This is an optimization exercise on Yosys and OpenROAD, whose aim is small area and a short achievable clock period, not a production implementation.
The RTL was checked by simulation tests, not by an equivalence proof against the original design.
No activity file was given, so power comes from the tool's default toggle rates.

### flow/design.v
`timescale 1ns / 1ps
module clz #(
   parameter LOG_W = 8
) (
   input  [(1<<LOG_W)-1:0] data_i,
   output                  valid_o,
   output [   LOG_W-1:0]   pos_o
);
   localparam W = 1 << LOG_W;
   wire [W-1:0] v[0:LOG_W];
   wire [W*LOG_W-1:0] p[0:LOG_W];
   assign v[0] = data_i;
   assign p[0] = 0;
   genvar l, g;
   generate
      for (l = 1; l <= LOG_W; l = l + 1) begin : lvl
         for (g = 0; g < (W >> l); g = g + 1) begin : grp
            wire vh = v[l-1][2*g+1];
            wire vl = v[l-1][2*g];
            wire [LOG_W-1:0] ph = p[l-1][(2*g+1)*LOG_W+:LOG_W];
            wire [LOG_W-1:0] pl = p[l-1][(2*g)*LOG_W+:LOG_W];
            assign v[l][g] = vh | vl;
            assign p[l][g*LOG_W+:LOG_W] = vh ? (ph | (1 << (l - 1))) : pl;
         end
         assign v[l][W-1:(W>>l)] = 0;
         assign p[l][W*LOG_W-1:(W>>l)*LOG_W] = 0;
      end
   endgenerate
   assign valid_o = v[LOG_W][0];
   assign pos_o   = p[LOG_W][LOG_W-1:0];
endmodule
module ctz #(
   parameter LOG_W = 9
) (
   input  [(1<<LOG_W)-1:0] data_i,
   output                  valid_o,
   output [   LOG_W-1:0]   pos_o
);
   localparam W = 1 << LOG_W;
   wire [W-1:0] v[0:LOG_W];
   wire [W*LOG_W-1:0] p[0:LOG_W];
   assign v[0] = data_i;
   assign p[0] = 0;
   genvar l, g;
   generate
      for (l = 1; l <= LOG_W; l = l + 1) begin : lvl
         for (g = 0; g < (W >> l); g = g + 1) begin : grp
            wire vh = v[l-1][2*g+1];
            wire vl = v[l-1][2*g];
            wire [LOG_W-1:0] ph = p[l-1][(2*g+1)*LOG_W+:LOG_W];
            wire [LOG_W-1:0] pl = p[l-1][(2*g)*LOG_W+:LOG_W];
            assign v[l][g] = vh | vl;
            assign p[l][g*LOG_W+:LOG_W] = vl ? pl : (ph | (1 << (l - 1)));
         end
         assign v[l][W-1:(W>>l)] = 0;
         assign p[l][W*LOG_W-1:(W>>l)*LOG_W] = 0;
      end
   endgenerate
   assign valid_o = v[LOG_W][0];
   assign pos_o   = p[LOG_W][LOG_W-1:0];
endmodule
`timescale 1ns / 1ps
module FloatToLargeInteger (
   input  [31:0] in_i,
   output [55:0] win_o,
   output [ 7:0] selLo_o,
   output [ 8:1] selHi_o,
   output [ 8:0] selConst_o,
   output        cin_o
);
   wire [ 7:0] exponent = in_i[30:23];
   wire [23:0] mantissa = {(|exponent), in_i[22:0]};
   wire        sign     = in_i[31];
   wire [ 2:0] seg      = exponent[7:5];
   wire [24:0] xmant    = {1'b0, mantissa} ^ {25{sign}};
   assign win_o = ({{31{sign}}, xmant} << exponent[4:0]) |
                  ({56{sign}} & ~({56{1'b1}} << exponent[4:0]));
   assign cin_o = sign;
   genvar m;
   generate
      for (m = 0; m <= 8; m = m + 1) begin : gen_sel
         if (m <= 7) begin : gen_lo
            assign selLo_o[m] = (seg == m);
         end
         if (m >= 1) begin : gen_hi
            assign selHi_o[m] = (seg == m - 1);
         end
         assign selConst_o[m] = sign & ((m > seg + 1) | (m < seg));
      end
   endgenerate
endmodule   
module FloatToLargeIntegerPlace (
   input      [ 55:0] win_i,
   input      [  7:0] selLo_i,
   input      [  8:1] selHi_i,
   input      [  8:0] selConst_i,
   output reg [278:0] out_o
);
   wire [63:0] winx = {{8{win_i[55]}}, win_i};
   integer j, m, t;
   always @* begin
      for (j = 0; j < 279; j = j + 1) begin
         m = j / 32;
         t = j % 32;
         out_o[j] = selConst_i[m];
         if (m <= 7) out_o[j] = out_o[j] | (selLo_i[m] & winx[t]);
         if (m >= 1) out_o[j] = out_o[j] | (selHi_i[m] & winx[32+t]);
      end
   end
endmodule   
`timescale 1ns / 1ps
/*verilator lint_off WIDTH*/
module MyFloatAccum #(
   parameter DATA_W   = 32,
   parameter STRIDE_W = 16,
   parameter DELAY_W  = 7
) (
   input clk,
   input rst,
   input run,
   input running,
   input [STRIDE_W-1:0] strideMinusOne,
   input [DATA_W-1:0] in0,
   (* versat_latency = 4 *) output reg [31:0] out0,
   input [DELAY_W-1:0] delay0
);
   localparam CNT_W = (STRIDE_W > DELAY_W) ? STRIDE_W : DELAY_W;
   reg [CNT_W-1:0] delay;
   always @(posedge clk, posedge rst) begin
      if (rst) begin
         delay <= 0;
      end else if (run) begin
         delay <= delay0;
      end else if (|delay) begin
         delay <= delay - 1;
      end else begin
         delay <= strideMinusOne;
      end
   end
   wire [55:0] win0;
   wire [ 7:0] selLo;
   wire [ 8:1] selHi;
   wire [ 8:0] selConst;
   wire        cin;
   FloatToLargeInteger conv (
      .in_i      (in0),
      .win_o     (win0),
      .selLo_o   (selLo),
      .selHi_o   (selHi),
      .selConst_o(selConst),
      .cin_o     (cin)
   );
   reg  [55:0] win0_reg;
   reg  [ 7:0] selLo_reg;
   reg  [ 8:1] selHi_reg;
   reg  [ 8:0] selConst_reg;
   reg         cin_reg;
   reg         doAccum_2;
   always @(posedge clk, posedge rst) begin
      if (rst) begin
         doAccum_2   <= 0;
         win0_reg    <= 0;
         selLo_reg   <= 0;
         selHi_reg   <= 0;
         selConst_reg <= 0;
         cin_reg     <= 0;
      end else if (running) begin
         doAccum_2   <= (delay == 0);
         win0_reg    <= win0;
         selLo_reg   <= selLo;
         selHi_reg   <= selHi;
         selConst_reg <= selConst;
         cin_reg     <= cin;
      end
   end
   wire [278:0] addend;
   FloatToLargeIntegerPlace place (
      .win_i    (win0_reg),
      .selLo_i  (selLo_reg),
      .selHi_i  (selHi_reg),
      .selConst_i(selConst_reg),
      .out_o    (addend)
   );
   reg          accumZero;
   always @(posedge clk, posedge rst) begin
      if (rst) begin
         accumZero <= 1'b1;
      end else begin
         accumZero <= 1'b0;
      end
   end
   localparam ZERO_COPIES = 4;
   localparam ZERO_PART = (279 + ZERO_COPIES - 1) / ZERO_COPIES;
   reg  [ZERO_COPIES-1:0] zeroAccum;
   genvar zc;
   generate
      for (zc = 0; zc < ZERO_COPIES; zc = zc + 1) begin : gen_zero
         always @(posedge clk, posedge rst) begin
            if (rst) begin
               zeroAccum[zc] <= 1'b1;
            end else if (running) begin
               zeroAccum[zc] <= (delay == 0);
            end else begin
               zeroAccum[zc] <= zeroAccum[zc] & ~accumZero;
            end
         end
      end
   endgenerate
   reg  [278:0] accum;
   reg  [278:0] accumIn;
   integer b;
   always @* begin
      for (b = 0; b < 279; b = b + 1) accumIn[b] = accum[b] & ~zeroAccum[b/ZERO_PART];
   end
   wire [278:0] sum;
   add279 adder (
      .a_i (accumIn),
      .b_i (addend),
      .c_i (cin_reg),
      .en_i(doAccum_2 | running),
      .y_o (sum)
   );
   always @(posedge clk) begin
      accum <= sum;
   end
   wire         sign = accum[278];
   wire         hiValidP, hiValidN;
   wire [  7:0] hiPosP, hiPosN;
   clz #(
      .LOG_W(8)
   ) countHiP (
      .data_i (accum[278:23]),
      .valid_o(hiValidP),
      .pos_o  (hiPosP)
   );
   clz #(
      .LOG_W(8)
   ) countHiN (
      .data_i (~accum[278:23]),
      .valid_o(hiValidN),
      .pos_o  (hiPosN)
   );
   wire         hiValid = sign ? hiValidN : hiValidP;
   wire [  7:0] hiPos = sign ? hiPosN : hiPosP;
   wire [ 22:0] yLo = accum[22:0] ^ {23{sign}};
   reg  [  4:0] loPos;
   reg          loValid;
   integer i;
   always @* begin
      loPos   = 0;
      loValid = 0;
      for (i = 0; i < 23; i = i + 1) begin
         if (yLo[i]) begin
            loPos   = i;
            loValid = 1;
         end
      end
   end
   wire [277:0] sh0 = accum[277:0];
   wire [149:0] sh7 = hiPos[7] ? sh0[128+:150] : sh0[0+:150];
   wire [ 85:0] sh6 = hiPos[6] ? sh7[64+:86] : sh7[0+:86];
   wire [ 53:0] sh5 = hiPos[5] ? sh6[32+:54] : sh6[0+:54];
   wire [  2:0] zerosHi = {~|sh0[127:0], ~|sh7[63:0], ~|sh6[31:0]};
   wire         carryHi = sign & (&(zerosHi | ~hiPos[7:5]));
   wire         carryLo = sign & ~|(yLo & (yLo + 23'd1));
   wire [  7:0] expo = hiValid ? hiPos : loValid ? (8'd233 + loPos) : sign ? 8'd232 : 8'd0;
   reg          sign_reg;
   reg          small_reg;
   reg          carry_reg;
   reg  [  7:0] expo_reg;
   reg  [ 53:0] sh5_reg;
   always @(posedge clk, posedge rst) begin
      if (rst) begin
         sign_reg  <= 0;
         small_reg <= 0;
         carry_reg <= 0;
         expo_reg  <= 0;
         sh5_reg   <= 0;
      end else if (running) begin
         sign_reg  <= sign & ~accumZero;
         small_reg <= ~hiValid | accumZero;
         carry_reg <= (hiValid ? carryHi : carryLo) & ~accumZero;
         expo_reg  <= accumZero ? 8'd0 : expo;
         sh5_reg   <= sh5;
      end
   end
   wire [ 37:0] sh4 = expo_reg[4] ? sh5_reg[16+:38] : sh5_reg[0+:38];
   wire [ 29:0] sh3 = expo_reg[3] ? sh4[8+:30] : sh4[0+:30];
   wire [ 25:0] sh2 = expo_reg[2] ? sh3[4+:26] : sh3[0+:26];
   wire [ 23:0] sh1 = expo_reg[1] ? sh2[2+:24] : sh2[0+:24];
   wire [ 22:0] win = (expo_reg[0] ? sh1[1+:23] : sh1[0+:23]) ^ {23{sign_reg}};
   wire [  4:0] zerosLo = {~|sh5_reg[15:0], ~|sh4[7:0], ~|sh3[3:0], ~|sh2[1:0], ~sh1[0]};
   wire         carry = carry_reg & (small_reg | (&(zerosLo | ~expo_reg[4:0])));
   wire [ 23:0] mantSum = {1'b0, win} + carry;
   wire         expInc = small_reg ? carry : mantSum[23];
   always @(posedge clk, posedge rst) begin
      if (rst) begin
         out0 <= 0;
      end else if (running) begin
         out0 <= {sign_reg, expo_reg + expInc, small_reg ? 23'd0 : mantSum[22:0]};
      end
   end
endmodule
module add279 (
   input  [278:0] a_i,
   input  [278:0] b_i,
   input          c_i,
   input          en_i,
   output [278:0] y_o
);
   localparam N = 279;
   reg [N-1:0] g, p, G, P;
   integer i, l;
   always @* begin
      g = a_i & b_i;
      p = a_i ^ b_i;
      g[0] = g[0] | (p[0] & c_i);
      G = g;
      P = p;
      for (l = 0; l < 9; l = l + 1) begin
         for (i = 0; i < N; i = i + 1) begin
            if (i & (1 << l)) begin
               G[i] = G[i] | (P[i] & G[((i>>l)<<l)-1]);
               P[i] = P[i] & P[((i>>l)<<l)-1];
            end
         end
      end
   end
   assign y_o = a_i ^ ({N{en_i}} & (b_i ^ {G[N-2:0], c_i}));
endmodule
### flow/config.mk
export PLATFORM = sky130hd
export DESIGN_NAME = MyFloatAccum
export DESIGN_NICKNAME = MyFloatAccum
export VERILOG_FILES = /design/flow/design.v
export SDC_FILE = /design/flow/constraint.sdc
export NUM_CORES = 4
export LEC_CHECK = 0
export CAP_MARGIN = 20
export CORE_MARGIN = 2
export CORE_UTILIZATION = 55
export SLEW_MARGIN = 20
### flow/constraint.sdc
create_clock -name core_clock -period 12.0 [get_ports {clk}]
set_input_delay 2.4000 -clock core_clock [delete_from_list [all_inputs] [get_ports {clk}]]
set_output_delay 2.4000 -clock core_clock [all_outputs]
set_load 0.01 [all_outputs]
### flow/standard.sh
#!/bin/bash
# synth_recipe.tcl (not shown) runs the flow's synth.tcl, then flattens the netlist and writes it again
# the make line also repeats each setting of config.mk as NAME=value (left out here)
make -C /OpenROAD-flow-scripts/flow DESIGN_CONFIG=/design/flow/config.mk WORK_HOME=/design/flow/orfs CLKGATE_MAP_FILE= SYNTH_SCRIPT=/design/flow/synth_recipe.tcl "${@:-finish}"
### flow/flow/run.sh
#!/bin/bash
set -o pipefail
cp standard.sh standard_sh_copy.log
export SETUP_SLACK_MARGIN=6.5
bash standard.sh > standard.log 2>&1
==> results.txt, run 1 <==
Outcome
The flow ran to the end and the layout has no timing, DRC or antenna violations.

Clocking
The clock transition at the registers of the reported paths is approximately 70 ps. The clock passes through at most 3 buffers. The clock tree from TritonCTS is done.

The number of buffers created by CTS is 60. Clock tree synthesis found a total of around 470 sinks. CTS placed an instance of sky130_fd_sc_hd__clkbuf_16 at the clock tree root. The H-tree was split into 2 levels.

The later pin in the worst-skew pair is clocked with a latency of 720 ps.

Detailed routing
For this run, design rule violations remaining after detail routing come to 0. The wire length per cell is about 30 um. The routed via count is around 52000. The post-detailed-routing wire length is around 220000 um. The first-pass detailed-route iteration total is 8.

The post-detailed-route via-to-cell ratio is 6.93. For this block, the initial DRC count from the detailed router was 7681. The number of nets with antenna violations after detailed routing is 0.

Cells and area
Summing all multi-input logic gate instances after layout gives 35600 sq um. Across the whole layout, storage elements account for 10400 sq um. The most common cell after layout, fill and taps aside is sky130_fd_sc_hd__nand2_1. The register with the most flip-flops in the layout has 279 of them. The post-layout net count is ~6600. The total of fill cells in the finished design is 8036. The library cells used most frequently in the layout, excluding fill and tap cells, are 864 x sky130_fd_sc_hd__nand2_1, 512 x sky130_fd_sc_hd__nor2_1, 505 x sky130_fd_sc_hd__a21oi_1. The area growth from synthesis to layout is 8.13%. The post-route netlist has 6.57% of its cells at a drive strength greater than 1.

GRT
The via count of the first global-routing pass is 46647. The met3 usage in global routing is 17.5%. Global routing used 66.7% of the available met2 tracks. The first global-routing pass estimated 317000 um of wire. Global routing used 47.5% of the available tracks across all layers.

Entering global routing, the biggest net connects around 140 pins. The global-route met1 utilization is between 60% and 70%. The number of antenna violations at the first check in global routing is 20. The aggregate global routing overflow is 0. The most used routing layer is met2.

Synthesis
Counting distinct cell types in the post-synthesis netlist gives roughly 120. The most used flip-flop cell after synthesis is sky130_fd_sc_hd__dfxtp_1. Summing every instance area after synthesis gives 48200 sq um. Sorting the synthesized cells by area gives the leading types as sky130_fd_sc_hd__dfxtp_1 12%, sky130_fd_sc_hd__dfrtp_1 9.7%, sky130_fd_sc_hd__xnor2_1 8.0%, sky130_fd_sc_hd__ha_1 7.4%, sky130_fd_sc_hd__nand2_1 6.7%.

Synthesis produced a netlist with a net count of 6741. In this run the biggest area consumer among cell types represents a little under an eighth of the synthesized area. After synthesis, the share of flip-flops with an asynchronous set or reset is 40.8%. Summed over all instances, the cell type with the most area after synthesis is sky130_fd_sc_hd__dfxtp_1.

Yosys printed 4 warnings. Counting flops and latches in the post-synthesis netlist gives 471. Counting flops with a built-in enable in the synthesized netlist gives 0. Counting every instance in the synthesized netlist gives 6396. After synthesis, flip-flops and latches occupy 21.6% of the total area.

The synthesized area divided by synthesized cell count is 7.54 sq um.

Job
Across the run, the number of max-cap violations was 0.

Placed design
The worst setup slack before clock tree synthesis is 5830 ps. Routability-driven placement finished with a final weighted congestion of around 1.1. The number of I/O port buffers is 90.

Detailed placement ended at an HPWL of 167000 um.

STA
Setup repair after global routing could not meet its margin everywhere. For the finished layout, the period the worst path requires is 5470 ps. Setup violations remaining at the end of the flow were counted as 0. The number of endpoints with negative hold slack in the final report came to 0. The final worst-path cycle share is 45.6%. At the pin with the least slew margin, the transition time is 1310 ps. The worst hold slack is 486 ps. Timing would allow up to 0.183 GHz. Between clock sinks in the finished design, the worst skew comes to 37.0 ps. The number of pins with negative max-slew slack in the final report is 0. The worst slew margin relative to its limit is about 13%. Summed over all failing endpoints, the final setup total negative slack is 0 ps. The final worst-path setup slack is 6530 ps.

Power
The worst voltage drop across the vdd grid is 0.208 mV. The leakage component of the power is ~0.022 uW. Power spread over the standard cell area amounts to about 280 nW/um^2.

Worst setup path
The kind of critical path is reg2reg. Data on the critical path arrives at its endpoint at 6060 ps. STA classifies the critical path startpoint as a register. In this run the worst path has a maximum fanout of 9. The kind of capture point of the worst setup path is a register. STA puts the critical path data required time at 12590 ps.

Die
The die is 300 um tall. The horizontal die dimension is 300 um. The floorplan step defined a die boundary enclosing 90000 sq um.

The initial standard-cell utilization of the core is between 50% and 60%. The area of the core is 86800 sq um. 91 I/O pins were placed. The floorplan has 108 rows.

Min path
In this run the worst hold path is classified as reg2reg.
## path summary, 6_finish.rpt
path | slack, ps | cells after the start | endpoint | startpoint
min | 490 | 1 | out0[2] | out0[2]
max reg2reg | 6530 | 15 | accum[274] | win0_reg[50]
max | 6530 | 15 | accum[274] | win0_reg[50]
max in group asynchronous | 7710 | 4 | win0_reg[17] | rst
min reg2reg | 490 | 1 | out0[2] | out0[2]
min in group asynchronous | 2100 | 2 | doAccum_2 | rst
## power breakdown
part | internal [uW] | leakage (uW) | switching [uW]
Combinational | 3580 | 0.0162 | 5130
Clock | 1190 | 0.00105 | 815
Sequential | 2290 | 0.00464 | 1850
## Yosys cell counts (149+ instances only)
cell and n:
sky130_fd_sc_hd__clkbuf_1 290, sky130_fd_sc_hd__xnor2_1 441, sky130_fd_sc_hd__nor2b_1 224, sky130_fd_sc_hd__nand2_1 865, sky130_fd_sc_hd__nor2_1 515, sky130_fd_sc_hd__nand3_1 155
sky130_fd_sc_hd__dfxtp_1 279, sky130_fd_sc_hd__a21oi_1 515, sky130_fd_sc_hd__xor2_1 176, sky130_fd_sc_hd__o21ai_0 293, sky130_fd_sc_hd__dfrtp_1 187, sky130_fd_sc_hd__inv_1 202
sky130_fd_sc_hd__a221o_1 149, sky130_fd_sc_hd__ha_1 286, sky130_fd_sc_hd__mux2i_1 202
## worst max-delay path, cell delays in order, from the launching register on
cell                       delay, ps
sky130_fd_sc_hd__dfrtp_1         820
sky130_fd_sc_hd__a221o_1         580
sky130_fd_sc_hd__ha_1            360
sky130_fd_sc_hd__nand4_1         260
sky130_fd_sc_hd__or4_1           600
sky130_fd_sc_hd__nor4_2          400
sky130_fd_sc_hd__buf_2           290
sky130_fd_sc_hd__and3_1          180
sky130_fd_sc_hd__a21boi_4        390
sky130_fd_sc_hd__a21oi_4         150
sky130_fd_sc_hd__a21oi_4         360
sky130_fd_sc_hd__o21ai_0         190
sky130_fd_sc_hd__a21boi_0        320
sky130_fd_sc_hd__o21a_1          150
sky130_fd_sc_hd__o21ai_0         100
sky130_fd_sc_hd__xnor2_1         160
## cells by family after synthesis
kind of cell | Yosys count | synth area share, %
compound gates | 1711 | 23.8
xor+xnor | 617 | 11.2
fa+ha+maj | 286 | 7.42
buf+inv | 623 | 5.08
flops | 471 | 21.6
mux | 284 | 7.12
other cells | 1 | 0.00778
simple gates | 2403 | 23.8
## metrics by stage
step                      total power, uW  area [sq um]  util (%)  cells
after global routing                15600         52100      60.0   7441
after floorplan                      9450         48200         -   6396
after detailed placement            12300         49600      57.2   7319
after CTS                           14400         51900      59.8   7437
final                               14900         52100      60.1   7451
after global placement              12200         49600      57.2   7318
## final cells by class
cell class / count / area share (%)
Tap cell: 1155 / 2.77
Timing Repair Buffer: 189 / 3.22
Inverter: 207 / 1.51
Clock inverter: 28 / 0.735
Antenna cell: 13 / 0.0624
Multi-Input combinational cell: 5302 / 68.3
Sequential cell: 471 / 20.0
Clock buffer: 86 / 3.39
## layer usage
layer  part of all wire (%)  up-vias
li1                       -    22823
met1                     38    24428
met2                     40     3517
met3                     14      854
met4                    8.0       12
met5                  0.056        -
## what timing repair did
action                                  CTS  global route
buffers inserted                          4             1
pin swaps                                 2             4
endpoints found under the setup margin  147           105
gates resized for setup                  20            42
gates cloned                              0             0
hold buffers                              0             0
==> run 2, diff against run 1 <==
--- a/flow/design.v
+++ b/flow/design.v
@@ -260,37 +260,37 @@
    wire [149:0] sh7 = hiPos[7] ? sh0[128+:150] : sh0[0+:150];
    wire [ 85:0] sh6 = hiPos[6] ? sh7[64+:86] : sh7[0+:86];
    wire [ 53:0] sh5 = hiPos[5] ? sh6[32+:54] : sh6[0+:54];
-   wire [  2:0] zerosHi = {~|sh0[127:0], ~|sh7[63:0], ~|sh6[31:0]};
-   wire         carryHi = sign & (&(zerosHi | ~hiPos[7:5]));
+   wire [ 37:0] sh4 = hiPos[4] ? sh5[16+:38] : sh5[0+:38];
+   wire [ 29:0] sh3 = hiPos[3] ? sh4[8+:30] : sh4[0+:30];
+   wire [  4:0] zerosHi = {~|sh0[127:0], ~|sh7[63:0], ~|sh6[31:0], ~|sh5[15:0], ~|sh4[7:0]};
+   wire         carryHi = sign & (&(zerosHi | ~hiPos[7:3]));
    wire         carryLo = sign & ~|(yLo & (yLo + 23'd1));
    wire [  7:0] expo = hiValid ? hiPos : loValid ? (8'd233 + loPos) : sign ? 8'd232 : 8'd0;
    reg          sign_reg;
    reg          small_reg;
    reg          carry_reg;
    reg  [  7:0] expo_reg;
-   reg  [ 53:0] sh5_reg;
+   reg  [ 29:0] sh3_reg;
    always @(posedge clk, posedge rst) begin
       if (rst) begin
          sign_reg  <= 0;
          small_reg <= 0;
          carry_reg <= 0;
          expo_reg  <= 0;
-         sh5_reg   <= 0;
+         sh3_reg   <= 0;
       end else if (running) begin
          sign_reg  <= sign & ~accumZero;
          small_reg <= ~hiValid | accumZero;
          carry_reg <= (hiValid ? carryHi : carryLo) & ~accumZero;
          expo_reg  <= accumZero ? 8'd0 : expo;
-         sh5_reg   <= sh5;
+         sh3_reg   <= sh3;
       end
    end
-   wire [ 37:0] sh4 = expo_reg[4] ? sh5_reg[16+:38] : sh5_reg[0+:38];
-   wire [ 29:0] sh3 = expo_reg[3] ? sh4[8+:30] : sh4[0+:30];
-   wire [ 25:0] sh2 = expo_reg[2] ? sh3[4+:26] : sh3[0+:26];
+   wire [ 25:0] sh2 = expo_reg[2] ? sh3_reg[4+:26] : sh3_reg[0+:26];
    wire [ 23:0] sh1 = expo_reg[1] ? sh2[2+:24] : sh2[0+:24];
    wire [ 22:0] win = (expo_reg[0] ? sh1[1+:23] : sh1[0+:23]) ^ {23{sign_reg}};
-   wire [  4:0] zerosLo = {~|sh5_reg[15:0], ~|sh4[7:0], ~|sh3[3:0], ~|sh2[1:0], ~sh1[0]};
-   wire         carry = carry_reg & (small_reg | (&(zerosLo | ~expo_reg[4:0])));
+   wire [  2:0] zerosLo = {~|sh3_reg[3:0], ~|sh2[1:0], ~sh1[0]};
+   wire         carry = carry_reg & (small_reg | (&(zerosLo | ~expo_reg[2:0])));
    wire [ 23:0] mantSum = {1'b0, win} + carry;
    wire         expInc = small_reg ? carry : mantSum[23];
    always @(posedge clk, posedge rst) begin
==> flow/flow/run.sh (replaced) <==
#!/bin/bash
set -o pipefail
cp standard.sh standard_sh_copy.log
export SETUP_SLACK_MARGIN=7
bash standard.sh > standard.log 2>&1
==> results.txt, run 2 <==
Outcome
The run finished with no timing, DRC or antenna violations.

STA
The final critical path takes up approximately 43% of the cycle. Headroom to the max-slew limit came out at approximately 11%. The number of pins with negative max-slew slack in the final report is 0. On the final layout, the worst clock skew is 42.1 ps. The number of endpoints with negative hold slack in the final report was 0. The post-route minimum period is 5170 ps.

The total negative slack is 0 ps. The number of setup violations in the final report is 0. At the pin with the least slew margin, the transition time is 1340 ps. Setup repair after global routing could not meet its margin everywhere.

Static timing analysis puts the maximum clock frequency at between 0.15 and 0.2 GHz.

Synthesis
The most used flip-flop cell after synthesis is sky130_fd_sc_hd__dfxtp_1. In this run the mean area of a mapped cell was 7.43 sq um. Synthesis inferred 447 register bits. Summing every instance area after synthesis gives 46100 sq um. Of all cell types, the one taking the most synthesized area is sky130_fd_sc_hd__dfxtp_1. Of the synthesized area, sequential elements account for 21.3%. The most frequent cell after synthesis is sky130_fd_sc_hd__nand2_1. Of the post-synthesis cell area, the dominant cell type holds 12.1%. The warning count from the yosys run is 4. Yosys mapped a number of flops with a built-in enable equal to 0. By area the synthesized netlist is led by sky130_fd_sc_hd__dfxtp_1 12%, sky130_fd_sc_hd__dfrtp_1 8.9%, sky130_fd_sc_hd__xnor2_1 8.4%, sky130_fd_sc_hd__ha_1 7.8%, sky130_fd_sc_hd__nand2_1 6.3%. Counting flops with an async set or reset pin after synthesis yields a share of 37.6%. In the synthesized netlist, the number of instances is 6200. The number of nets handed over by synthesis was 6545. Ranked by instance count, the synthesized netlist is headed by 770 x sky130_fd_sc_hd__nand2_1, 600 x sky130_fd_sc_hd__nor2_1, 489 x sky130_fd_sc_hd__a21oi_1. The count of different cell masters after synthesis is 86.

Worst setup path
The cell type of the slowest stage on the worst timing path is sky130_fd_sc_hd__dfrtp_4. The cell family contributing the most delay on the critical path is compound AO/OA/AOI/OAI gates. The total buffers and inverters traversed by the critical path is 3.

The worst setup path is launched from a register. The number of cell instances on the worst register-to-register path is 19. The kind of capture point of the worst setup path is a register.

For this run, the slowest stage of the critical path takes 590 ps. In this run the worst setup path terminates at accum[239]. Counting buffers and inverters, the worst setup path is 19 cells deep. The kind of critical path is reg2reg. In this run the worst path has a maximum fanout of 7.

Traced cell by cell, the critical path runs through buf_12 > a221o_1 > ha_4 > nand4_1 > nor2_1 > nand3_2 > or4_4 > or2_4 > o22ai_4 > a31oi_4 > buf_12 > clkbuf_16 > o211ai_4 > a21o_1 > a21oi_1 > o21bai_1 > xnor2_1 > nor2_1 > xor2_1. Tracing the worst setup path back leads to its startpoint at selHi_reg[3]. Setup slack on the worst reg-to-reg path comes out at 6830 ps.

In this run the critical register-to-register path is launched from selHi_reg[3]. The data required time at the worst endpoint is 12560 ps. For the worst setup path, the data arrival time is between 5000 and 6000 ps. The capture point of the worst reg-to-reg path is accum[239].

Die
Measured along the x axis, the die boundary spans 293 um. The number of core rows is 106. The floorplan step defined a die boundary enclosing about 86000 sq um. The vertical extent of the die is 293 um. The initial standard-cell utilization of the core is between 50% and 60%.

The area of the core is 83300 sq um. Pin placement for this block handled just over 90 I/O pins.

Job
The count of max-cap constraint violations is 0.

Cells and area
The library cells used most frequently in the layout, excluding fill and tap cells, are 768 x sky130_fd_sc_hd__nand2_1, 587 x sky130_fd_sc_hd__nor2_1, 469 x sky130_fd_sc_hd__a21oi_1. After the last flow step, the layout net total stands at about 6500. The utilization after layout is 62.6%.

Cells with a size suffix above 1 make up 11.0% of the layout. The area growth from synthesis to layout is 13.1%. The total of fill cells in the finished design is about 7400.

Leaving out fill and tap cells, the most frequent cell in the layout is sky130_fd_sc_hd__nand2_1. The register with the most flip-flops in the layout has around 280 of them.

Power
The share of total power in sequential cells is 24.8%. In this run the power spent charging and discharging nets is 8120 uW. The clock share of power is 12.5%. IR analysis of the VDD net gives a maximum drop of ~0.19 mV. The internal power consumption is 7320 uW. The leakage component of the power is 0.0218 uW.

The total power per unit cell area is a little under 300 nW/um^2. Combinational cells account for 62.7% of the total power. The switching part of the total power is between 50% and 60%.

Detailed routing
The post-detailed-routing wire length is 226000 um. The routed layout has 50656 vias. The pre-antenna-repair detailed-routing pass consisted of 9 iterations.

The number of nets with antenna violations after detailed routing is 0. The remaining routing DRC violations is 0. Dividing the detail-routed via count by the number of cells gives 6.95.

For this block, the initial DRC count from the detailed router was 7760. Dividing the detail-routed wire length by the instance count gives 31.0 um.

Placed design
The number of I/O port buffers is 90. The congestion estimate from routability-driven global placement came to 1.14. The HPWL reported at the end of detailed placement is around 170000 um.

Clocking
No sink is reached through more buffers than the 3 on the longest clock path. The clock transition at the registers of the reported paths is around 60 ps. The number of buffers created by CTS is 57. The source-to-sink clock delay at the later pin of the worst-skew pair is 710 ps. The quantity of hold-fixing buffers added after cts is 0.

The depth of the CTS H-tree is 2. Counting every sink on the clock net gives around 450. The root buffer cell chosen for the clock tree is sky130_fd_sc_hd__clkbuf_16. The clock tree from TritonCTS is done.

GRT
The number of antenna violations at the first check in global routing is 11. The aggregate global routing overflow is 0. The via count of the first global-routing pass is 45497. Entering global routing, the biggest net connects about 130 pins. Across every metal layer, demand over resource in global routing totals between 40 and 50%. The first-pass GRT wire length is 314000 um.

Min path
The tightest min-delay check is of the reg2reg type.
==> run 2: changes by cell type after synthesis, moves of 40 or more <==
cell	delta
sky130_fd_sc_hd__nand2_1	-95
sky130_fd_sc_hd__nor2_1	+85
sky130_fd_sc_hd__mux2i_1	-78
sky130_fd_sc_hd__a21o_1	+59
sky130_fd_sc_hd__mux2_2	+56
sky130_fd_sc_hd__and3_1	-50
sky130_fd_sc_hd__a31oi_1	-48
sky130_fd_sc_hd__o21ai_1	+44
sky130_fd_sc_hd__o21ai_0	+40
==> run 2: repair_timing <==
item / in CTS / in global routing
gates cloned: 5 / 9
pin swaps: 29 / 57
gates resized for setup: 186 / 158
endpoints found under the setup margin: 237 / 160
setup buffers: 33 / 45
==> run 2: power by group through the flow <==
stage                     logic, uW  registers [uW]  clock network (uW)
after global routing          10300            3820                1980
after detailed placement       8720            3650                   0
after global placement         8570            3650                   0
final                          9680            3830                1930
after floorplan                6660            2770                   0
after CTS                      9000            3670                1920
==> run 2: cell type report <==
type,count,area [sq um],area share [%]
tap,1080,1350,2.59
sequential,447,9880,19.0
clock inverter,26,428,0.821
inverter,205,792,1.52
clock buffer,80,1590,3.06
timing repair buffer,292,3000,5.76
antenna,13,32.5,0.0624
multi-input combinational,5144,35000,67.2
==> run 2: cell families after synthesis <==
group                    Yosys count  synth area share [%]
AO/OA/AOI/OAI                   1712                  24.3
XOR/XNOR                         653                  12.4
adder cells (fa/ha/maj)          286                  7.77
buffers and inverters            612                  5.31
flip-flops                       447                  21.3
multiplexers                     248                  6.38
other                              1               0.00814
AND/OR/NAND/NOR                 2241                  22.6
==> run 2: worst min path at each step <==
stage | startpoint | to | cells after the start
global placement | zeroAccum[1] | zeroAccum[1] | 2
CTS | win0_reg[14] | win0_reg[14] | 1
finish | win0_reg[14] | win0_reg[14] | 1
detailed placement | zeroAccum[1] | zeroAccum[1] | 2
floorplan | sh3_reg[2] | sh3_reg[2] | 1
global route | win0_reg[14] | win0_reg[14] | 1
==> run 2: stage by stage <==
step | area (sq um) | setup slack [ps] | total power, uW | hold slack [ps] | cells
after floorplan | 46100 | 7150 | 9440 | 463 | 6200
after global placement | 47600 | 5260 | 12200 | 452 | 7074
after detailed placement | 47600 | 5320 | 12400 | 461 | 7076
after CTS | 50800 | 6990 | 14600 | 482 | 7220
after global routing | 52100 | 6860 | 16100 | 493 | 7274
final | 52100 | 6830 | 15400 | 479 | 7287
==> run 2: layer usage <==
layer  vias up  GRT usage (%)  share of wire (%)
li1      22099              -                  -
met1     23971           66.1                 38
met2      3741           68.8                 39
met3       835           17.2                 15
met4        10           28.7                7.5
met5         -              0              0.047
==> run 3, diff against run 2 <==
==> flow/flow/run.sh (replaced) <==
#!/bin/bash
set -o pipefail
cp standard.sh standard_sh_copy.log
export SETUP_SLACK_MARGIN=7
export CTS_ARGS="-sink_clustering_enable -repair_clock_nets -dont_use_dummy_load -buf_list sky130_fd_sc_hd__clkbuf_8"
bash standard.sh > standard.log 2>&1
==> results.txt, run 3 <==
Outcome
The flow ran to the end and the layout has no timing, DRC or antenna violations.

Detailed routing
The count of nets left with antenna violations once routing finished came out at 0. Using the TritonRoute via totals, the vias-per-cell ratio works out to approximately 7.0. After detailed routing, the average wire length per cell comes to 30.9 um. After detailed routing, the number of remaining DRC violations is 0. The post-detailed-routing wire length is between 200000 and 250000 um. For this block, the initial DRC count from the detailed router was 8006. The routed via count is 50843. The first-pass detailed-route iteration total is 7.

Synthesis
The predominant post-synthesis flop cell is sky130_fd_sc_hd__dfxtp_1. The most frequent cell after synthesis is sky130_fd_sc_hd__nand2_1. Synthesis produced a netlist with a net count of ~6500. In this run, synthesis produced a sequential element count of 447. The synthesized netlist cell count is 6200. In the post-synthesis netlist, the biggest area contributors are sky130_fd_sc_hd__dfxtp_1 12%, sky130_fd_sc_hd__dfrtp_1 8.9%, sky130_fd_sc_hd__xnor2_1 8.4%, sky130_fd_sc_hd__ha_1 7.8%, sky130_fd_sc_hd__nand2_1 6.3%. In this run the biggest area consumer among cell types represents 12.1% of the synthesized area. Sequential elements use 21.3% of the synthesized area. Ranked by instance count, the synthesized netlist is headed by 770 x sky130_fd_sc_hd__nand2_1, 600 x sky130_fd_sc_hd__nor2_1, 489 x sky130_fd_sc_hd__a21oi_1. Counting flops with an async set or reset pin after synthesis yields a share of 37.6%. The post-synthesis instance area is 46100 sq um.

The number of flops mapped to enable cells by yosys is 0. The largest total area in the synthesized netlist belongs to sky130_fd_sc_hd__dfxtp_1. The netlist uses 86 different library cells. Averaged over all synthesized cells, the footprint is 7.43 sq um.

The warning count from the yosys run is 4.

STA
For the final database, setup skew stands at 117 ps. The routed design could run at a clock period as short as 5220 ps. Hold is met by between 400 and 500 ps.

The slew of the pin with the lowest slew margin is about 1400 ps. The number of endpoints with negative hold slack in the final report is 0. The worst pin sits at a relative slew slack of ~6.6%. Based on the critical path, the design can be clocked at up to 0.192 GHz. The worst path uses 43.5% of the clock period.

The total negative slack is 0 ps. Setup violations remaining at the end of the flow were counted as 0. Setup repair after global routing could not meet its margin everywhere. The number of pins with negative max-slew slack in the final report is 0.

Worst setup path
The worst setup path is captured at a register. The data required time at the worst endpoint is 12660 ps. Data on the critical path arrives at its endpoint at 5890 ps.

The kind of critical path is reg2reg. The largest fanout on the critical path is 87. The worst setup path is launched from a register.

Min path
The tightest min-delay check is of the reg2reg type.

Clocking
The root buffer cell is sky130_fd_sc_hd__clkbuf_8. The clock reaches the later pin of the worst-skew pair after 820 ps. Counting along the longest clock path gives a buffer depth of 3. The number of buffers created by CTS is 90.

The clock tree from TritonCTS is done. For this design, the CTS-stage hold fixing added 0 buffers. After clock tree synthesis, the clock-pin slew on the worst setup and hold paths is 60 ps.

The depth of the CTS H-tree is 3. The total number of clock tree sinks is 447.

Cells and area
The area growth from synthesis to layout is 11.6%. The most common cell after layout, fill and taps aside is sky130_fd_sc_hd__nand2_1. The share of cells above drive strength 1 is around 11%. The final cell count without fillers is 7282. Cells fill 61.7% of the core in the end. In the layout the commonest cells are 768 x sky130_fd_sc_hd__nand2_1, 588 x sky130_fd_sc_hd__nor2_1, 466 x sky130_fd_sc_hd__a21oi_1.

At the end of the flow, the number of nets in the layout was 6535. The number of flip-flops under the largest register name is 279.

GRT
The first global-routing pass estimated 315000 um of wire. The number of antenna violations at the first check in global routing is 19. The aggregate global routing overflow is 0. Entering global routing, the biggest net connects 133 pins. The via count of the first global-routing pass is 45922.

Global routing consumed, over all layers together, 49.9% of the routing resources.

Power
Across the VDD grid, the largest voltage drop is roughly 0.19 mV. The share of total power in sequential cells is 25.8%. The switching part of the total power is between 50% and 60%. The part of the total power dissipated in combinational logic is roughly two thirds.

The internal power consumption is 6860 uW. The net switching power is 8020 uW. The leakage component of the power is 0.0214 uW.

The clock share of power is under 10%. The total power per unit cell area is 289 nW/um^2.

Die
The area of the core is between 80000 and 90000 sq um. The number of core rows is 106. The vertical extent of the die is 293 um. The die outline area is about 86000 sq um. The floorplan step set the die width to between 200 and 300 um. During I/O placement, the number of pins put on the boundary was 91. The initial standard-cell utilization of the core is a little under three fifths.

Placed design
The cell count after placement is a little over 7000. The number of I/O port buffers is 90. Routability-driven placement finished with a final weighted congestion of 1.14. The HPWL reported at the end of detailed placement is 166000 um.

Job
The count of max-cap constraint violations is 0.
## run 3: stage by stage
step           setup WS [ps]  power [uW]  instance area [sq um]
6_report                6780       14900                  51400
5_1_grt                 6860       15500                  51400
4_1_cts                 6980       14100                  50300
3_5_place_dp            5320       12400                  47600
3_3_place_gp            5260       12200                  47600
2_1_floorplan           7150        9440                  46100
## run 3: timing repair
| action | CTS | global route |
|---|---|---|
| resized for setup | 212 | 134 |
| gates cloned | 7 | 4 |
| setup buffers | 42 | 49 |
| pin swaps | 39 | 57 |
| setup endpoints to repair | 234 | 173 |
## run 3: logic make-up (layout without fill, tap and decap cells)
logic type	Yosys count	after routing	synth area share, %
and+or+nand+nor	2241	2242	22.6
DFF	447	447	21.3
AOI/OAI and AO/OA	1712	1715	24.3
xor gates and xnor gates	653	653	12.4
buffers and inverters	612	596	5.31
other	1	15	0.00814
muxes	248	248	6.38
adders and majority gates	286	286	7.77
## run 3: area by class of cell
class / instances / area [sq um]
tap: 1080 / 1350
inverter: 205 / 788
timing repair buffer: 301 / 3060
multi-input combinational: 5145 / 35100
clock buffer: 90 / 1240
fill: 7614 / 31900
antenna: 14 / 35.0
sequential: 447 / 9880
## run 3: critical path: stages, from the launching register on
cell                       delay, ps
sky130_fd_sc_hd__dfxtp_1         630
sky130_fd_sc_hd__nand4_1         250
sky130_fd_sc_hd__nor4_2          470
sky130_fd_sc_hd__and2_1          350
sky130_fd_sc_hd__and3_1          320
sky130_fd_sc_hd__and2_2          310
sky130_fd_sc_hd__nor2_1          130
sky130_fd_sc_hd__o22ai_4         270
sky130_fd_sc_hd__buf_16          380
sky130_fd_sc_hd__o211ai_1        310
sky130_fd_sc_hd__o21ai_1         440
sky130_fd_sc_hd__nand4_1         280
sky130_fd_sc_hd__nor4_2          320
sky130_fd_sc_hd__a41oi_1         170
sky130_fd_sc_hd__a211o_1         310
sky130_fd_sc_hd__o21ai_1         110
## run 3: worst paths after layout
| path | startpoint | endpoint | slack, ps | cells past startpoint |
|---|---|---|---|---|
| setup / recovery | accum[145] | carry_reg | 6780 | 15 |
| hold / removal | win0_reg[14] | win0_reg[14] | 480 | 1 |
| setup reg to reg | accum[145] | carry_reg | 6780 | 15 |
| hold reg to reg | win0_reg[14] | win0_reg[14] | 480 | 1 |
| max in group asynchronous | rst | selHi_reg[8] | 8260 | 4 |
| min in group asynchronous | rst | delay[10] | 1990 | 2 |
## run 3: per-layer routing
layer | part of all wire (%) | track usage [%]
met3 | 15 | 17.8
met1 | 38 | 66.1
met4 | 7.5 | 30.1
met5 | 0.059 | 0.567
met2 | 39 | 68.7
## run 3: power groups by stage
stage | Sequential, uW | Clock [uW] | Combinational [uW]
after global placement | 3650 | 0 | 8570
after global routing | 3830 | 1400 | 10300
after detailed placement | 3650 | 0 | 8720
after CTS | 3670 | 1350 | 9050
after floorplan | 2770 | 0 | 6660
final | 3830 | 1370 | 9680
==> run 4, diff against run 3 <==
==> flow/flow/run.sh (replaced) <==
#!/bin/bash
set -o pipefail
cp standard.sh standard_sh_copy.log
export SETUP_SLACK_MARGIN=7
export CTS_ARGS="-sink_clustering_enable -repair_clock_nets -dont_use_dummy_load -buf_list sky130_fd_sc_hd__clkbuf_8"
export BUFFER_PORTS_ARGS="-inputs -outputs -buffer_cell sky130_fd_sc_hd__buf_1"
bash standard.sh > standard.log 2>&1
==> results.txt, run 4 <==
Outcome
The run finished with no timing, DRC or antenna violations.

STA
Subtracting the final worst setup slack from the clock period gives 5120 ps. Setup repair after global routing could not meet its margin everywhere. Setup violations remaining at the end of the flow were counted as 0. The worst hold slack is around 480 ps. The maximum clock frequency is 0.195 GHz. At the pin with the least slew margin, the transition time is 1240 ps.

After layout, the worst setup slack is 6880 ps. The number of endpoints with negative hold slack in the final report is 0. The worst slew margin relative to its limit is 16.4%. The worst clock skew is 68.0 ps. The final worst-path cycle share is a little over two fifths. The number of pins with negative max-slew slack in the final report is 0.

The total negative slack is 0 ps.

Worst setup path
At the worst endpoint, the arrival time is 5690 ps. The cell family contributing the most delay on the critical path is simple AND/OR/NAND/NOR gates. The kind of start point of the critical path is a register.

Measured in cells, the most critical reg-to-reg path has a length of 14. The startpoint identified for the worst register-to-register timing path is accum[230]. The number of buffers and inverters on the critical path is 1. The capturing instance or port of the critical path is carry_reg. The capture point of the worst reg-to-reg path is carry_reg. In this run the worst setup path begins at accum[230].

The most numerous cell type found on the critical path is sky130_fd_sc_hd__nor2_4. The critical path depth in cells is 14. The critical path goes through nand4_1 > or4_1 > nor3_2 > nand2b_4 > nor2_4 > nor2_4 > buf_12 > o211ai_1 > o21ai_2 > mux2i_1 > mux2_2 > nor2_1 > a41oi_1 > o21ai_1. The register-to-register path setup slack is 6880 ps.

The kind of capture point of the worst setup path is a register. For this run, the slowest stage of the critical path takes roughly 850 ps. The data required time at the worst endpoint is 12570 ps.

The cell type of the slowest stage on the worst timing path is sky130_fd_sc_hd__o211ai_1. The largest fanout on the critical path is 76. The worst setup path is of the reg2reg kind.

Detailed routing
The detailed router finished its first iteration with 7176 violations. The first-pass detailed-route iteration total is 10. The remaining routing DRC violations is 0. The routed via count is between 40000 and 50000. The wire length per cell is between 20 and 30 um. For this block, the routed nets add up to 216000 um of wire. The post-detailed-route via-to-cell ratio is 6.89. The number of nets with antenna violations after detailed routing is 0.

Cells and area
The post-layout net count is 6493. The total of fill cells in the finished design is 7827. The most common cell after layout, fill and taps aside is sky130_fd_sc_hd__nand2_1.

The library cells used most frequently in the layout, excluding fill and tap cells, are 768 x sky130_fd_sc_hd__nand2_1, 589 x sky130_fd_sc_hd__nor2_1, 477 x sky130_fd_sc_hd__a21oi_1. The share of cells above drive strength 1 is approximately 11%. The sequential cells in the finished layout cover a total of 9900 sq um.

The area growth from synthesis to layout is 9.42%. The number of flip-flops under the largest register name is 279. The total area of multi-input combinational cells is 34800 sq um.

Placed design
The worst setup slack before clock tree synthesis is 5210 ps. Routability-driven placement finished with a final weighted congestion of 1.19. Detailed placement ended at an HPWL of approximately 160000 um.

The number of I/O port buffers is 90.

Die
The initial utilization of the core area, before any placement, comes to 55.3%. The die covers 86100 sq um. The area of the core is 83300 sq um. During I/O placement, the number of pins put on the boundary was 91. The floorplan has 106 rows. From bottom edge to top edge, the die measures 293 um. The die is 293 um wide.

GRT
The maximum number of pins on one net before global-route repair is 114. The via count of the first global-routing pass was between 40000 and 50000. The aggregate global routing overflow is 0. The first global-routing pass estimated 305000 um of wire.

The aggregate global-route resource usage is roughly 48%. The number of antenna violations at the first check in global routing came to 16.

Power
Dividing total power by cell area gives a power density of between 200 and 300 nW/um^2. IR analysis of the VDD net gives a maximum drop of 0.164 mV. Summed over all cells, the static leakage comes to roughly 0.021 uW.

Synthesis
The synthesized netlist occupies a cell area of 46100 sq um. The synthesized netlist cell count is 6200. Among all cell types in the netlist, the one instantiated most often is sky130_fd_sc_hd__nand2_1. By count the netlist is led by 770 x sky130_fd_sc_hd__nand2_1, 600 x sky130_fd_sc_hd__nor2_1, 489 x sky130_fd_sc_hd__a21oi_1.

Of the synthesized area, sequential elements account for 21.3%. The share of async-settable or async-resettable flops after synthesis is 37.6%. The cell taking the most area after synthesis is sky130_fd_sc_hd__dfxtp_1. The count of different cell masters after synthesis is between 80 and 90. The area share of the largest cell type after synthesis is approximately 12%. Yosys attributes the largest share of cell area to sky130_fd_sc_hd__dfxtp_1 12%, sky130_fd_sc_hd__dfrtp_1 8.9%, sky130_fd_sc_hd__xnor2_1 8.4%, sky130_fd_sc_hd__ha_1 7.8%, sky130_fd_sc_hd__nand2_1 6.3%. The flip-flop and latch count after synthesis is between 400 and 500. The most used flip-flop cell after synthesis is sky130_fd_sc_hd__dfxtp_1. Yosys mapped a number of flops with a built-in enable equal to 0. The net count of the mapped netlist is 6545. In this run the mean area of a mapped cell was 7.43 sq um. During synthesis, Yosys emitted a total of 4 warnings.

Clocking
The root buffer cell is sky130_fd_sc_hd__clkbuf_8. The clock tree buffer depth is 3. The total number of clock tree sinks is around 450. In this run the number of H-tree levels came out at 3. Clock-pin slew was measured on the worst setup and hold paths at 60 ps. Clock latency on the worst-skew pair, taken at its later pin, is 770 ps.

Counting the buffers created by CTS gives 89. TritonCTS built the clock tree.

Job
The count of max-cap constraint violations is 0.

Min path
The worst hold-check path type is reg2reg.
==> run 4: power breakdown <==
group	total [uW]	internal, uW	switching [uW]	leakage (uW)
Sequential	3830	2230	1600	0.00437
Combinational	9190	3790	5400	0.0161
Clock	1340	647	697	0.000640
==> run 4: worst min path at each step <==
stage                        end          from  slack (ps)  cells after the start
floorplan             sh3_reg[2]    sh3_reg[2]         460                      1
global placement    win0_reg[48]  win0_reg[48]         470                      1
detailed placement       out0[7]       out0[7]         470                      1
CTS                     out0[14]      out0[14]         490                      1
global route            out0[11]      out0[11]         500                      1
finish                  out0[14]      out0[14]         480                      1
==> run 4: per-layer routing <==
metal	wire length (um)	global-route usage, %	share of wire, %
met1	82700	62.0	38
met2	85000	66.3	39
met3	31600	18.6	15
met4	16800	31.5	7.8
met5	299	0	0.14
==> run 4: repair_timing <==
item / CTS / global route
resized for setup: 213 / 147
gates cloned: 4 / 5
hold buffers: 0 / 0
setup endpoints to repair: 252 / 145
pin swaps: 20 / 31
buffers inserted: 38 / 25
==> run 4: cells by family (layout without fill, tap and decap cells) <==
kind of cell / after synthesis / in the layout / synth area share (%)
DFF: 447 / 447 / 21.3
other: 1 / 25 / 0.00814
AOI/OAI and AO/OA: 1712 / 1713 / 24.3
buffers and inverters: 612 / 557 / 5.31
and+or+nand+nor: 2241 / 2241 / 22.6
xor gates and xnor gates: 653 / 653 / 12.4
muxes: 248 / 248 / 6.38
adders and majority gates: 286 / 286 / 7.77
==> run 4: per-stage QoR <==
step	power, uW	instances	utilization [%]	instance area, sq um
after CTS	13700	7196	59.3	49400
after detailed placement	12100	7065	56.4	46900
after floorplan	9440	6200	-	46100
after global placement	12000	7065	56.4	46900
final	14400	7250	60.5	50400
after global routing	15100	7228	60.5	50400
==> run 4: worst register-to-register path, delay by kind of cell (launching register included) <==
| kind | cells | cell delay, ps |
|---|---|---|
| buf+inv | 1 | 260 |
| simple gates | 7 | 2160 |
| compound gates | 4 | 1560 |
| mux | 2 | 480 |
| flops | 1 | 520 |
==> run 4: final cells by class <==
type / count / share of cell area (%)
multi-input cells: 5142 / 69.1
clock buffers: 89 / 2.43
flip-flops and latches: 447 / 19.6
diodes: 24 / 0.119
inverters: 205 / 1.57
repair buffers: 263 / 4.44
well taps: 1080 / 2.68
==> run 5, diff against run 4 <==
==> flow/flow/run.sh (replaced) <==
#!/bin/bash
set -o pipefail
cp standard.sh standard_sh_copy.log
export SETUP_SLACK_MARGIN=7.25
export CTS_ARGS="-sink_clustering_enable -repair_clock_nets -dont_use_dummy_load -buf_list sky130_fd_sc_hd__clkbuf_8"
export BUFFER_PORTS_ARGS="-inputs -outputs -buffer_cell sky130_fd_sc_hd__buf_1"
bash standard.sh > standard.log 2>&1
==> results.txt, run 5 <==
Power
The analysis attributes to cell leakage a power of 0.0219 uW. The internal power consumption is 7030 uW. The clock share of power is 9.0%. Sequential cells burn 25.2% of the power. In this run switching power makes up 53.3% of total power.

The share of total power dissipated in combinational logic is 65.8%. The completed layout was analyzed and its total power is ~15000 uW. The worst-case IR drop observed on VDD is 0.180 mV.

The total power per unit cell area is 286 nW/um^2. The net switching power is 8020 uW.

Worst setup path
STA puts the critical path data arrival time at 5620 ps. The worst register-to-register path begins at win0_reg[29]. The highest cell delay on the worst timing path is ~540 ps. The largest fanout on the critical path is 6.

The kind of critical path is reg2reg. Grouping stages by cell kind, the critical path spends the most delay in compound AO/OA/AOI/OAI gates. Measured in cells, the most critical reg-to-reg path has a length of 17. STA classifies the critical path startpoint as a register. STA puts the critical path data required time at 12630 ps. The number of buffers and inverters on the critical path is 2.

For this design, the slowest cell found on the critical path is sky130_fd_sc_hd__dfrtp_1. In this run the critical register-to-register path is captured at accum[158]. The signal on the critical path passes through inv_1 > o21ai_0 > ha_1 > nand3_1 > nor4_2 > nand2_1 > or2_4 > o22ai_4 > a31oi_4 > buf_12 > o31a_1 > o31ai_2 > a21o_1 > a21oi_1 > xnor2_1 > nand2_1 > xnor2_1. STA classifies the critical path endpoint as a register.

Across all register-to-register paths, the minimum setup slack is 7010 ps.

Detailed routing
The detailed router placed ~51000 vias in this run. The remaining routing DRC violations is 0. The first-pass detailed-route iteration total is 10. After detailed routing, the average wire length per cell comes to about 30 um. Once detail routing completed, the nets flagged for antenna violations numbered 0. For this block, the initial DRC count from the detailed router was around 7900. Using the TritonRoute via totals, the vias-per-cell ratio works out to 6.96. The routed design has approximately 220000 um of wire.

Placed design
After detailed placement, the total cell area comes to 47000 sq um. The number of I/O port buffers is 90. The cell count after placement is just over 7000. The global placement routability congestion is roughly 1.2. Detailed placement ended at an HPWL of 158000 um.

STA
Headroom to the max-slew limit came out at 29.2%. Adding up every negative setup slack in the final design gives 0 ps. The worst clock skew is about 82 ps. After layout, the worst path uses 41.6% of the clock period.

Setup repair after global routing could not meet its margin everywhere. The slew of the pin with the lowest slew margin is 1030 ps. For the finished layout, the period the worst path requires is 4990 ps. The maximum clock frequency is roughly 0.2 GHz.

Setup violations remaining at the end of the flow were counted as 0. On the final layout, the worst hold slack is 483 ps. The number of endpoints with negative hold slack in the final report is 0.

The number of pins with negative max-slew slack in the final report was 0.

Cells and area
The most common cell after layout, fill and taps aside is sky130_fd_sc_hd__nand2_1. The share of cells above drive strength 1 is about 14%. After routing the design area is 52700 sq um. The register with the most flip-flops in the layout has 279 of them. The final cell count without fillers is 7397. The area growth from synthesis to layout is 14.4%.

Leaving out fill and tap cells, the most frequent cells in the layout are 765 x sky130_fd_sc_hd__nand2_1, 581 x sky130_fd_sc_hd__nor2_1, 448 x sky130_fd_sc_hd__a21oi_1. At the end of the flow, the number of nets in the layout was ~6600. Fill cells in the final layout number ~7600.

Die
The number of core rows is 106. The die outline area is 86100 sq um. The vertical extent of the die is 293 um. The die is 293 um wide. The area of the core is 83300 sq um.

The initial standard-cell utilization of the core is 55.3%. The top-level I/O count is 91.

Clocking
Counting every sink on the clock net gives 447. Clock-pin slew was measured on the worst setup and hold paths at 60 ps. The clock tree from TritonCTS is done. In this run, CTS created clock tree buffers numbering 90. The clock tree buffer depth is 3. The H-tree was split into 3 levels.

The root buffer cell is sky130_fd_sc_hd__clkbuf_8. The later pin in the worst-skew pair is clocked with a latency of just under 800 ps.

Synthesis
The cell count after synthesis came out at 6200. During synthesis, Yosys emitted a total of 4 warnings. The mapped netlist covers 46100 sq um. By count the netlist is led by 770 x sky130_fd_sc_hd__nand2_1, 600 x sky130_fd_sc_hd__nor2_1, 489 x sky130_fd_sc_hd__a21oi_1.

Among all flip-flop cells after synthesis, the most frequent one is sky130_fd_sc_hd__dfxtp_1. The share of async-settable or async-resettable flops after synthesis is 37.6%. In the post-synthesis netlist, the cell with the most instances is sky130_fd_sc_hd__nand2_1. The synthesized area divided by synthesized cell count is 7.43 sq um.

The top cell type by area accounts for 12.1% of the synthesized area. The synthesized design contains 447 register bits. Sorting the synthesized cells by area gives the leading types as sky130_fd_sc_hd__dfxtp_1 12%, sky130_fd_sc_hd__dfrtp_1 8.9%, sky130_fd_sc_hd__xnor2_1 8.4%, sky130_fd_sc_hd__ha_1 7.8%, sky130_fd_sc_hd__nand2_1 6.3%.

The sequential element share of the synthesized area is between 20% and 30%. The net count of the mapped netlist is 6545. Yosys mapped a number of flops with a built-in enable equal to 0. The synthesized design spends more area on one cell type than any other, namely sky130_fd_sc_hd__dfxtp_1. The count of different cell masters after synthesis is 86.

GRT
The first-pass GRT wire length is about 310000 um. The number of antenna violations at the first check in global routing is 20. The via count of the first global-routing pass is 45769.

The aggregate global-route resource usage is 49.3%. For this run the aggregate overflow at the end of global routing stands at 0. Entering global routing, the biggest net connects 95 pins.

Min path
The worst hold path cell count is 1. The min-delay analysis places its worst path in the category reg2reg. The critical hold path startpoint is win0_reg[48]. The end point of the worst hold path is win0_reg[48].

Outcome
The flow ran to the end and the layout has no timing, DRC or antenna violations.

Job
Max-cap violations in this run came to 0.
==> run 5: cell type report <==
type                    count  area (sq um)  share of cell area [%]
diodes                     44           110                   0.209
clock buffers              90          1240                    2.35
inverters                 205           792                    1.50
multi-input cells        5143         35700                    67.7
flip-flops and latches    447          9920                    18.8
well taps                1080          1350                    2.56
repair buffers            388          3610                    6.85
==> run 5: power groups by stage <==
stage / sequential, uW / combinational [uW] / clock, uW
floorplan: 2770 / 6660 / 0
global placement: 3630 / 8410 / 0
detailed placement: 3630 / 8520 / 0
CTS: 3620 / 9040 / 1360
global route: 3780 / 10600 / 1410
finish: 3800 / 9900 / 1350
==> run 5: worst max-delay path by stage <==
stage	start	to	slack (ps)	cells after the start
2_1_floorplan	expo_reg[2]	out0[29]	7290	20
3_3_place_gp	selConst_reg[2]	accum[277]	5280	17
3_5_place_dp	selConst_reg[2]	accum[277]	5270	17
4_1_cts	win0_reg[18]	accum[277]	7140	16
5_1_grt	selHi_reg[1]	accum[158]	7000	20
6_report	win0_reg[29]	accum[158]	7010	17
==> run 5: routing by layer <==
| metal | wire length (um) | track usage [%] |
|---|---|---|
| met5 | 355 | 0.908 |
| met4 | 21100 | 35.8 |
| met3 | 33300 | 20.7 |
| met2 | 86800 | 67.5 |
| met1 | 82800 | 61.4 |
==> run 5: repair_timing <==
item,CTS,global route
setup buffers,98,67
cloned,17,8
resized for setup,310,216
pin swaps,55,112
setup endpoints to repair,283,170
hold buffers,0,0
==> run 5: stage by stage <==
stage          utilization (%)  setup WS, ps
2_1_floorplan                -          7290
3_3_place_gp              56.5          5280
3_5_place_dp              56.5          5270
4_1_cts                   61.1          7140
5_1_grt                   63.1          7000
6_report                  63.3          7010
==> run 5: logic make-up (layout without fill, tap and decap cells) <==
| family | Yosys count | in the layout | share of synthesized area (%) |
|---|---|---|---|
| AOI/OAI and AO/OA | 1712 | 1714 | 24.3 |
| xor gates and xnor gates | 653 | 653 | 12.4 |
| adders and majority gates | 286 | 286 | 7.77 |
| buffers and inverters | 612 | 683 | 5.31 |
| DFF | 447 | 447 | 21.3 |
| muxes | 248 | 248 | 6.38 |
| other | 1 | 45 | 0.00814 |
| and+or+nand+nor | 2241 | 2241 | 22.6 |
==> run 6, diff against run 5 <==
==> flow/flow/run.sh (replaced) <==
#!/bin/bash
set -o pipefail
cp standard.sh standard_sh_copy.log
export SETUP_SLACK_MARGIN=7
export CTS_ARGS="-sink_clustering_enable -repair_clock_nets -dont_use_dummy_load"
export BUFFER_PORTS_ARGS="-inputs -outputs -buffer_cell sky130_fd_sc_hd__buf_1"
bash standard.sh > standard.log 2>&1
==> results.txt, run 6 <==
Synthesis
Sorting the synthesized cells by how often they occur yields 770 x sky130_fd_sc_hd__nand2_1, 600 x sky130_fd_sc_hd__nor2_1, 489 x sky130_fd_sc_hd__a21oi_1. The share of async-settable or async-resettable flops after synthesis is between 30% and 40%. Each instance of the synthesized netlist takes up on average 7.43 sq um.

The flip-flop and latch count after synthesis is 447. After synthesis, the cell types taking the most area are sky130_fd_sc_hd__dfxtp_1 12%, sky130_fd_sc_hd__dfrtp_1 8.9%, sky130_fd_sc_hd__xnor2_1 8.4%, sky130_fd_sc_hd__ha_1 7.8%, sky130_fd_sc_hd__nand2_1 6.3%. In the synthesized netlist, the number of instances is 6200. In this run the biggest area consumer among cell types represents 12.1% of the synthesized area.

The share of the Yosys chip area taken by registers is about a fifth. In the synthesized netlist the dominant register cell turns out to be sky130_fd_sc_hd__dfxtp_1. The post-synthesis instance area is 46100 sq um. The number of different library cells used by synthesis comes to 86. The net count of the mapped netlist is 6545.

By instance count, the leading cell after synthesis is sky130_fd_sc_hd__nand2_1. For this run, the number of Yosys warnings is 4. Yosys mapped a number of flops with a built-in enable equal to 0. The synthesized design spends more area on one cell type than any other, namely sky130_fd_sc_hd__dfxtp_1.

Worst setup path
Counting cells, the worst reg-to-reg path comes to 15. The register-to-register path setup slack is 6870 ps. The endpoint identified for the worst register-to-register timing path is carry_reg.

Of all nets on the critical path, the largest fanout is 52. The startpoint identified for the worst register-to-register timing path is accum[140]. The kind of start point of the critical path is a register. The worst setup path is captured at a register. The worst endpoint data arrival time is 5680 ps. For the worst setup path, the data required time is 12550 ps. The kind of critical path is reg2reg.

Cells and area
The total area of multi-input combinational cells is 35000 sq um. At the end of the flow, the number of nets in the layout was about 6500. The utilization after layout is 61.4%. Fill cells in the final layout number 7697.

The number of flip-flops under the largest register name is between 200 and 300. The register cell area after layout is 9910 sq um. In the layout the commonest cells are 765 x sky130_fd_sc_hd__nand2_1, 588 x sky130_fd_sc_hd__nor2_1, 471 x sky130_fd_sc_hd__a21oi_1. The area growth from synthesis to layout is 10.9%. The post-route standard cell area excluding fillers is about 51000 sq um. The most common cell after layout, fill and taps aside is sky130_fd_sc_hd__nand2_1. The share of cells above drive strength 1 is 11.1%.

Die
The region available for standard cell placement spans 83300 sq um. The floorplan has 106 rows. From bottom edge to top edge, the die measures between 200 and 300 um. In this run the horizontal extent of the chip is 293 um. Pin placement for this block handled around 90 I/O pins.

The initial utilization of the core area, before any placement, comes to 55.3%. The die covers 86100 sq um.

STA
The post-route minimum period is 5130 ps. The number of setup violations in the final report is 0. The worst slew margin relative to its limit is 16.8%.

Derived from the worst setup path, the maximum achievable clock frequency is between 0.15 and 0.2 GHz. The number of pins with negative max-slew slack in the final report was 0. After routing, the total negative slack on setup checks comes to 0 ps. The number of endpoints with negative hold slack in the final report is 0. The final worst-path cycle share is 42.7%. The worst clock skew is 91.6 ps. Setup repair after global routing could not meet its margin everywhere.

At the pin with the least slew margin, the transition time is approximately 1200 ps.

GRT
The first-pass GRT wire length is 305000 um. The via count of the first global-routing pass is 44915. For met1 alone, demand over resource in global routing was between 60 and 70%.

met2 is the most crowded layer. The maximum number of pins on one net before global-route repair is 114. Global routing consumed, on the met2 layer, 65.3% of the routing resources. The number of antenna violations at the first check in global routing came to 13. In the global route stage, met3 resource usage came out at between 10% and 20%.

The aggregate global-route resource usage is between 40 and 50%. The aggregate global routing overflow is 0.

Outcome
The run finished with no timing, DRC or antenna violations.

Clocking
The clock tree from TritonCTS is done. The clock passes through at most 3 buffers. Clock tree synthesis selected as its root buffer the cell sky130_fd_sc_hd__clkbuf_16.

Buffers inserted during clock tree synthesis total 57. The total number of clock tree sinks is roughly 450. The depth of the CTS H-tree is 2.

The clock transition at the registers of the reported paths is about 60 ps. At the later pin of the worst-skew pair, clock insertion delay measures between 600 and 700 ps.

Placed design
The global placement routability congestion is ~1.2. Summing all placed instances gives a cell area of 46900 sq um. Input and output buffers added on the ports amount to 90.

Summed over all nets, the half-perimeter wirelength after detailed placement is between 150000 and 200000 um.

Detailed routing
The number of nets with antenna violations after detailed routing is 0. The number of DRC violations after detailed-routing iteration 0 is approximately 7000. In the final routed layout, each cell accounts on average for 29.8 um.

The post-detailed-route via-to-cell ratio is 6.87. The remaining routing DRC violations is 0. The post-detailed-routing wire length is approximately 220000 um. The first detailed-routing pass ran for 9 iterations. The routed via count is approximately 50000.

Min path
The worst hold path terminates at out0[14]. The worst hold-check path type is reg2reg. The worst hold path cell count is 1.

The critical hold path startpoint is out0[14].

Power
Across the VDD grid, the largest voltage drop is 0.187 mV. The leakage component of the power is ~0.021 uW. Dividing total power by cell area gives a power density of 287 nW/um^2.

Job
Across the run, the number of max-cap violations was 0.
run 6: cell types whose count changed in the layout (fill, tap and decap cells not counted), sizes merged:
cell	change
bufbuf	-2
o211ai	-1
clkbuf	-38
diode	-21
buf	-82
run 6: repair_timing:
action | 4_1_cts | 5_1_grt
pin swaps | 28 | 79
hold buffers | 0 | 0
setup endpoints to repair | 253 | 150
cloned | 7 | 4
gates resized for setup | 218 | 187
setup buffers | 50 | 47
run 6: logic make-up after synthesis:
group / after synthesis / share of synthesized area [%]
AND/OR/NAND/NOR: 2241 / 22.6
AO/OA/AOI/OAI: 1712 / 24.3
XOR/XNOR: 653 / 12.4
buffers and inverters: 612 / 5.31
flip-flops: 447 / 21.3
adder cells (fa/ha/maj): 286 / 7.77
multiplexers: 248 / 6.38
other: 1 / 0.00814
run 6: final cells by class:
| cell class | instances | area share (%) |
|---|---|---|
| Antenna cell | 23 | 0.113 |
| Clock buffer | 57 | 2.79 |
| Inverter | 205 | 1.55 |
| Multi-Input combinational cell | 5142 | 68.5 |
| Sequential cell | 447 | 19.4 |
| Tap cell | 1080 | 2.64 |
| Timing Repair Buffer | 299 | 5.05 |
run 6: where the power goes:
group / internal [uW] / switching, uW
registers: 2220 / 1580
logic: 3890 / 5480
clock network: 822 / 697
total: 6930 / 7760
run 6: metrics by stage:
| step | hold slack [ps] | instances | worst slack [ps] | total power, uW |
|---|---|---|---|---|
| 2_1_floorplan | 463 | 6200 | 7150 | 9440 |
| 3_3_place_gp | 467 | 7065 | 5280 | 12000 |
| 3_5_place_dp | 473 | 7065 | 5210 | 12100 |
| 4_1_cts | 488 | 7179 | 6990 | 13900 |
| 5_1_grt | 506 | 7230 | 6870 | 15400 |
| 6_report | 485 | 7253 | 6870 | 14700 |
run 6: worst max-delay path: stages (launching register included):
cell and delay (ps):
sky130_fd_sc_hd__dfxtp_1 410, sky130_fd_sc_hd__nor4_1 690, sky130_fd_sc_hd__nand4_1 420, sky130_fd_sc_hd__or2_2 450
sky130_fd_sc_hd__nor4_2 130, sky130_fd_sc_hd__buf_4 210, sky130_fd_sc_hd__nor2_1 80, sky130_fd_sc_hd__o22ai_4 290
sky130_fd_sc_hd__buf_12 290, sky130_fd_sc_hd__o211ai_1 350, sky130_fd_sc_hd__o21ai_1 440, sky130_fd_sc_hd__mux2i_1 180
sky130_fd_sc_hd__mux2i_1 380, sky130_fd_sc_hd__and4_1 250, sky130_fd_sc_hd__a41oi_1 160, sky130_fd_sc_hd__o21ai_1 250
run 6: worst max path at each step:
stage	startpoint	to	slack [ps]
global route	accum[182]	carry_reg	6870
CTS	selHi_reg[2]	accum[206]	6990
floorplan	expo_reg[2]	out0[29]	7150
detailed placement	zeroAccum[1]	accum[277]	5210
global placement	zeroAccum[1]	accum[277]	5280
finish	accum[140]	carry_reg	6870
run 6: routing by layer:
metal	part of all wire (%)	routed length (um)	vias to the layer above
li1	-	-	22096
met1	38	82300	23703
met2	39	84700	3247
met3	15	31900	769
met4	7.9	17000	10
met5	0.095	206	-

-- separate check: timing with driven ports --
How much do the figures lean on ideal ports? The routed layouts below were timed once more, with nothing changed but the port constraints.
Step 1 sets driving cells, clkbuf_16 on the clock port and buf_2 on the other inputs (assumed; they add their load-dependent delay and slew).
Step 2 also shifts input and output timing later by t, the mid clock arrival at the registers, as if the neighbouring blocks saw the same clock.
Three values: ideal ports, drivers, drivers and shift; two values: the first two.
run	shift t [ns]	setup slack, ns	hold slack, ns	worst setup path at the end	worst slew at a driven data input, ns
run 1	0.776	6.529 / 6.529 / 6.488	0.486 / 0.486 / 0.486	input to register	0.07
run 2	0.766	6.831 / 6.831 / 6.426	0.479 / 0.479 / 0.479	input to register	0.04
run 3	0.827	6.779 / 6.779 / 6.313	0.480 / 0.480 / 0.480	input to register	0.04
run 4	0.810	6.880 / 6.880 / 6.393	0.484 / 0.484 / 0.484	input to register	0.04
run 5	0.812	7.012 / 7.012 / 6.612	0.483 / 0.483 / 0.483	input to register	0.04
run 6	0.705	6.873 / 6.873 / 6.517	0.485 / 0.485 / 0.485	input to register	0.04
After both steps setup and hold are still met in every run listed. The setup slack of run 4, which loses most, moves by 0.000 ns with the drivers and by -0.487 ns with both steps.
